Background: an optimization exercise with open tools, aiming at small area. Do not read the settings as production practice.
The RTL was checked by simulation tests, not by an equivalence proof against the original design.
No activity file was given, so power comes from the tool's default toggle rates.

## run K
## pulse_gen_tim
module pulse_gen_tim
#(parameter WIDTH=25)
(
	input clk, enable, reset,
	input tim,  
	input [WIDTH-1:0] delay_in,
	input [WIDTH-1:0] duration_in,
	input [WIDTH-1:0] T_in,
	output reg out_signal
);
Settings: LEC_CHECK=0, CAP_MARGIN=20, CORE_MARGIN=2, CORE_UTILIZATION=40, PLACE_DENSITY=0.6, SLEW_MARGIN=20; clock period 5.0 ns.
standard.sh (not shown) runs the stock make flow with config.mk's settings and CLKGATE_MAP_FILE= SYNTH_SCRIPT=/design/flow/synth_recipe.tcl, a recipe that flattens the netlist after the stock synthesis.
==> flow/flow/run.sh <==
#!/bin/bash
# The standard layout with these changes:
#  - after the standard synthesis, the combinational logic is mapped again
#    by ABC with an area-oriented script (flow/area.abc); flip-flops and
#    adder cells are kept as they are (same instances, names and cells);
#  - port buffers are the smallest buffer cell (buf_1);
#  - CTS uses clkbuf_8 and inserts no dummy loads.
set -euo pipefail
here=$(pwd)
R=$here/orfs/results/$FLOW_PLATFORM/pulse_gen_tim/base
LIB=$FLOW_HOME/platforms/$FLOW_PLATFORM/lib/sky130_fd_sc_hd__tt_025C_1v80.lib
YOSYS=$(command -v yosys || echo $FLOW_HOME/../tools/install/yosys/bin/yosys)
export BUFFER_PORTS_ARGS="-buffer_cell sky130_fd_sc_hd__buf_1"
export CTS_ARGS="-sink_clustering_enable -repair_clock_nets -dont_use_dummy_load -buf_list sky130_fd_sc_hd__clkbuf_8"

bash standard.sh synth > standard_synth.log 2>&1

cp $R/1_2_yosys.v $here/standard_netlist.v
DU=""
for c in sky130_fd_sc_hd__lpflow_bleeder_1 sky130_fd_sc_hd__lpflow_clkbufkapwr_1 sky130_fd_sc_hd__lpflow_clkbufkapwr_16 sky130_fd_sc_hd__lpflow_clkbufkapwr_2 sky130_fd_sc_hd__lpflow_clkbufkapwr_4 sky130_fd_sc_hd__lpflow_clkbufkapwr_8 sky130_fd_sc_hd__lpflow_clkinvkapwr_1 sky130_fd_sc_hd__lpflow_clkinvkapwr_16 sky130_fd_sc_hd__lpflow_clkinvkapwr_2 sky130_fd_sc_hd__lpflow_clkinvkapwr_4 sky130_fd_sc_hd__lpflow_clkinvkapwr_8 sky130_fd_sc_hd__lpflow_decapkapwr_12 sky130_fd_sc_hd__lpflow_decapkapwr_3 sky130_fd_sc_hd__lpflow_decapkapwr_4 sky130_fd_sc_hd__lpflow_decapkapwr_6 sky130_fd_sc_hd__lpflow_decapkapwr_8 sky130_fd_sc_hd__lpflow_inputiso0n_1 sky130_fd_sc_hd__lpflow_inputiso0p_1 sky130_fd_sc_hd__lpflow_inputiso1n_1 sky130_fd_sc_hd__lpflow_inputiso1p_1 sky130_fd_sc_hd__lpflow_inputisolatch_1 sky130_fd_sc_hd__lpflow_isobufsrc_1 sky130_fd_sc_hd__lpflow_isobufsrc_16 sky130_fd_sc_hd__lpflow_isobufsrc_2 sky130_fd_sc_hd__lpflow_isobufsrc_4 sky130_fd_sc_hd__lpflow_isobufsrc_8 sky130_fd_sc_hd__lpflow_isobufsrckapwr_16 sky130_fd_sc_hd__lpflow_lsbuf_lh_hl_isowell_tap_1 sky130_fd_sc_hd__lpflow_lsbuf_lh_hl_isowell_tap_2 sky130_fd_sc_hd__lpflow_lsbuf_lh_hl_isowell_tap_4 sky130_fd_sc_hd__lpflow_lsbuf_lh_isowell_4 sky130_fd_sc_hd__lpflow_lsbuf_lh_isowell_tap_1 sky130_fd_sc_hd__lpflow_lsbuf_lh_isowell_tap_2 sky130_fd_sc_hd__lpflow_lsbuf_lh_isowell_tap_4 sky130_fd_sc_hd__probe_p_8 sky130_fd_sc_hd__probec_p_8 ; do DU="$DU -dont_use $c"; done
cat > $here/remap.ys <<EOS
read_liberty -ignore_miss_func $LIB
read_verilog $here/standard_netlist.v
hierarchy -top $FLOW_TOP
setattr -mod -set blackbox 1 sky130_fd_sc_hd__df* sky130_fd_sc_hd__edf* sky130_fd_sc_hd__fa_* sky130_fd_sc_hd__ha_*
flatten
opt_clean
delete t:\$scopeinfo
abc -liberty $LIB $DU -script $here/flow/area.abc
opt_clean
hilomap -singleton -hicell sky130_fd_sc_hd__conb_1 HI -locell sky130_fd_sc_hd__conb_1 LO
stat -liberty $LIB
write_verilog -noattr -noexpr -nohex -nodec $here/remapped.v
EOS
$YOSYS -s $here/remap.ys > $here/remap.log 2>&1
cp $here/remapped.v $R/1_2_yosys.v
rm -f $R/1_synth.odb $R/1_synth.sdc

bash standard.sh > standard.log 2>&1
==> flow/flow/area.abc <==
strash; dc2; &get -n; &st; &dch -f; &nf -R 1000; &put
Run K completed end to end with timing, DRC and antenna clean.
Setup changes, run K to run P
-- flow/flow/run.sh --
<<< run K, line 2
# The standard layout with these changes:
#  - after the standard synthesis, the combinational logic is mapped again
#    by ABC with an area-oriented script (flow/area.abc); flip-flops and
#    adder cells are kept as they are (same instances, names and cells);
#  - port buffers are the smallest buffer cell (buf_1);
#  - CTS uses clkbuf_8 and inserts no dummy loads.
>>> run P, line 2
# The standard layout with these changes:
#  - after the standard synthesis, the combinational logic is mapped again
#    by ABC with an area-oriented script (flow/area.abc); flip-flops are
#    kept as they are (same instances, names and cells);
#  - port buffers are the smallest buffer cell (buf_1);
#  - CTS uses clkbuf_8 and inserts no dummy loads.
<<< run K, line 23
read_verilog $here/standard_netlist.v
hierarchy -top $FLOW_TOP
setattr -mod -set blackbox 1 sky130_fd_sc_hd__df* sky130_fd_sc_hd__edf* sky130_fd_sc_hd__fa_* sky130_fd_sc_hd__ha_*
flatten
opt_clean
>>> run P, line 23
read_verilog $here/standard_netlist.v
hierarchy -top $FLOW_TOP
setattr -mod -set blackbox 1 sky130_fd_sc_hd__df* sky130_fd_sc_hd__edf*
flatten
opt_clean
==> flow/flow/area.abc <==
strash; &get -n; &deepsyn -T 60; &put; dch -f; &get -n; &nf -R 1000; &put
==> comparison <==
Taking run K as the reference, in run P data-path buffer share of cell area in the final layout now sits higher; clock insertion delay at the later pin of the skew report comparable.
Number of well taps, run P vs run K: down by a few percent
In the flow results for run K and run P, the maximum ir drop on the vdd rail is smaller on run P.
Finished layout cell area ended up 270 um2 lower on run P than on run K.
The internal power on run K is in line with that on run P.


v11:
The RTL this note starts from:
==> flow/design.v <==
module pulse_gen_tim
#(parameter WIDTH=25)
(
	input clk, enable, reset,
	input tim,  
	input [WIDTH-1:0] delay_in,
	input [WIDTH-1:0] duration_in,
	input [WIDTH-1:0] T_in,
	output reg out_signal
);
	reg [7:0] c0, c1, c2;
	reg [1:0] c3;
	reg cout1, cout2, cout3;
	reg state;
	localparam S0 = 1'b0, S1 = 1'b1;
	reg [WIDTH-1:0] pulse_time;
	reg [WIDTH-1:0] delay;
	reg [20:0] count_tim;
	reg [1:0] pre;
	reg [1:0] eq;
	wire [25:0] cnt = {c3, c2, c1, c0};
	wire [WIDTH-1:0] pt_nx = (state == S0) ? T_in : pulse_time;
	wire [WIDTH-1:0] dl_nx = (state == S0) ? delay_in : delay;
	wire [25:0] dmt = {1'b0, duration_in} - {5'd0, count_tim};
	wire [WIDTH-1:0] du_nx = dmt[25] ? duration_in : dmt[24:0];
	wire hit_u = cnt >= {1'b0, du_nx};
	wire hit_t = cnt == {1'b0, pt_nx};
	wire hit_d = cnt == {1'b0, dl_nx};
	wire [1:0] code = {hit_u | hit_t, hit_u | (~hit_t & hit_d)};
	wire clr = reset | (state == S0);
	wire fin = eq[1] & eq[0];
always @(posedge clk) begin
	if (state == S0) begin
		pulse_time <= T_in;
		delay <= delay_in;
	end
end
always @(posedge clk) begin
	if (reset) begin
		out_signal <= 1'b0;
		state <= S0;
		count_tim <= 21'd0;
		cout1 <= 1'b0;
		cout2 <= 1'b0;
		cout3 <= 1'b0;
		pre <= 2'b11;
		eq <= 2'b00;
	end else begin
		case (state)
		S0: begin
			if (tim) count_tim <= count_tim + 1'b1;
			else if (enable) state <= S1;
		end
		S1: begin
			if (eq[1]) out_signal <= 1'b0;
			else if (eq[0]) out_signal <= 1'b1;
			if (fin) begin
				state <= S0;
				count_tim <= 21'd0;
			end
		end
		endcase
		cout1 <= (c0 == 8'hfe);
		cout2 <= &c1;
		cout3 <= &c2;
		pre <= code;
		eq <= pre;
	end
end
always @(posedge clk) begin
	c0 <= clr ? 8'd0 : c0 + 8'd1;
	if (cout1 & ~reset) c1 <= c1 + 8'd1;
	else if (clr) c1 <= 8'd0;
	if (cout2 & cout1 & ~reset) c2 <= c2 + 8'd1;
	else if (clr) c2 <= 8'd0;
	if (cout3 & cout2 & cout1 & ~reset) c3 <= c3 + 2'd1;
	else if (clr) c3 <= 2'd0;
end
endmodule
Settings: LEC_CHECK=0, CAP_MARGIN=20, CORE_MARGIN=2, CORE_UTILIZATION=40, CTS_BUF_LIST=sky130_fd_sc_hd__clkbuf_8, PLACE_DENSITY=0.6, SLEW_MARGIN=20; clock period 5.0 ns.
==> flow/flow/run.sh <==
#!/bin/bash
set -euo pipefail
export BUFFER_PORTS_ARGS="-buffer_cell sky130_fd_sc_hd__buf_1"
export CTS_ARGS="-sink_clustering_enable -repair_clock_nets -dont_use_dummy_load"
bash standard.sh > standard.log 2>&1
v11 ended with every stage complete and zero timing, DRC or antenna violations.
--- input diff v11..v18 ---
# v11
export LEC_CHECK = 0
export CAP_MARGIN = 20
export CORE_MARGIN = 2
export CORE_UTILIZATION = 40
export CTS_BUF_LIST = sky130_fd_sc_hd__clkbuf_8
export PLACE_DENSITY = 0.6
export SLEW_MARGIN = 20
create_clock -name core_clock -period 5.0 [get_ports {clk}]
# v18
export LEC_CHECK = 0
export CAP_MARGIN = 20
export CORE_MARGIN = 2
export CORE_UTILIZATION = 60
export PLACE_DENSITY = 0.8
export SLEW_MARGIN = 20
create_clock -name core_clock -period 5.0 [get_ports {clk}]
[summary]
Utilization after layout sits higher in v18 than in v11. [compare] base=v11 new=v18: power consumed by the clock network decreased by 30% relative to the old numbers; cell count decreased by 7.9% relative to the old numbers; number of fill cells in the layout decreased by about 46% relative to the old numbers; clock network area share decreased by 1.3 points relative to the old numbers.
> inputs changed (v18 -> v39)
# v18
export LEC_CHECK = 0
export CAP_MARGIN = 20
export CORE_MARGIN = 2
export CORE_UTILIZATION = 60
export PLACE_DENSITY = 0.8
export SLEW_MARGIN = 20
create_clock -name core_clock -period 5.0 [get_ports {clk}]
# v39
export LEC_CHECK = 0
export CAP_MARGIN = 20
export CORE_MARGIN = 2
export CORE_UTILIZATION = 40
export PLACE_DENSITY = 0.6
export SLEW_MARGIN = 20
create_clock -name core_clock -period 5.0 [get_ports {clk}]
- v39 ends up with a total die area that is 5700 um^2 higher than in v18.
- Number of cells after detailed placement: v39 vs v18 up about 9%
- Relative to v18, the overall power consumption measured on v39 has increased by more than 10%.
- Wire: v39 routes more than v18
Edits applied to the flow inputs when going from v39 to v51:
==> flow/run.sh (new file) <==
#!/bin/bash
# synth_recipe.tcl (not shown) runs the flow's synth.tcl, then flattens the netlist and writes it again
# the make line also repeats each setting of config.mk as NAME=value (left out here)
make -C /OpenROAD-flow-scripts/flow DESIGN_CONFIG=/design/flow/config.mk WORK_HOME=/design/flow/orfs CLKGATE_MAP_FILE= SYNTH_SCRIPT=/design/flow/synth_recipe.tcl finish
removed: flow/flow/run.sh
removed: flow/standard.sh
### Flow results
Comparing v51 and v39, the lower final area is on v39. Density: v51 denser than v39. On global-route usage: v51 sits above v39. From v39 to v51 the numbers moved as follows: final period demand of the worst path went up, detailed-route vias per instance +about 0.7%. In v51 the headroom to the max-slew limit turned out 5.9 points higher than in v39.

## afterwards: timing with drivers on the ports
Ports are ideal in the flow. The routed layouts listed here were re-timed in OpenROAD.
Step 1: set_driving_cell puts a clkbuf_16 on clk and a buf_2 on each other input, an assumption about the parent block.
Step 2 also shifts input and output timing later by t, the mid clock arrival at the registers, as if the neighbouring blocks saw the same clock.
Three values: no drivers, after step 1, after step 2; two values: the first two.
| run | t (ns) | slack for setup (ns) | slew at the worst register clock pin (ns) |
|---|---|---|---|
| run K | 0.416 | 1.307 / 1.318 / 0.902 | 0.10 / 0.10 |
| run P | 0.392 | 0.693 / 0.702 / 0.310 | 0.11 / 0.11 |
| v11 | 0.392 | 0.478 / 0.495 / 0.103 | 0.08 / 0.08 |
| v18 | 0.409 | 0.365 / 0.377 / -0.033 | 0.11 / 0.11 |
| v39 | 0.392 | 0.478 / 0.495 / 0.103 | 0.08 / 0.08 |
| v51 | 0.398 | 0.171 / 0.194 / -0.204 | 0.08 / 0.08 |
Met with ideal ports but missed after step 2: setup timing in v18 and v51. The setup slack of run K, which loses most, moves by +0.011 ns with the drivers and by -0.405 ns with both steps.
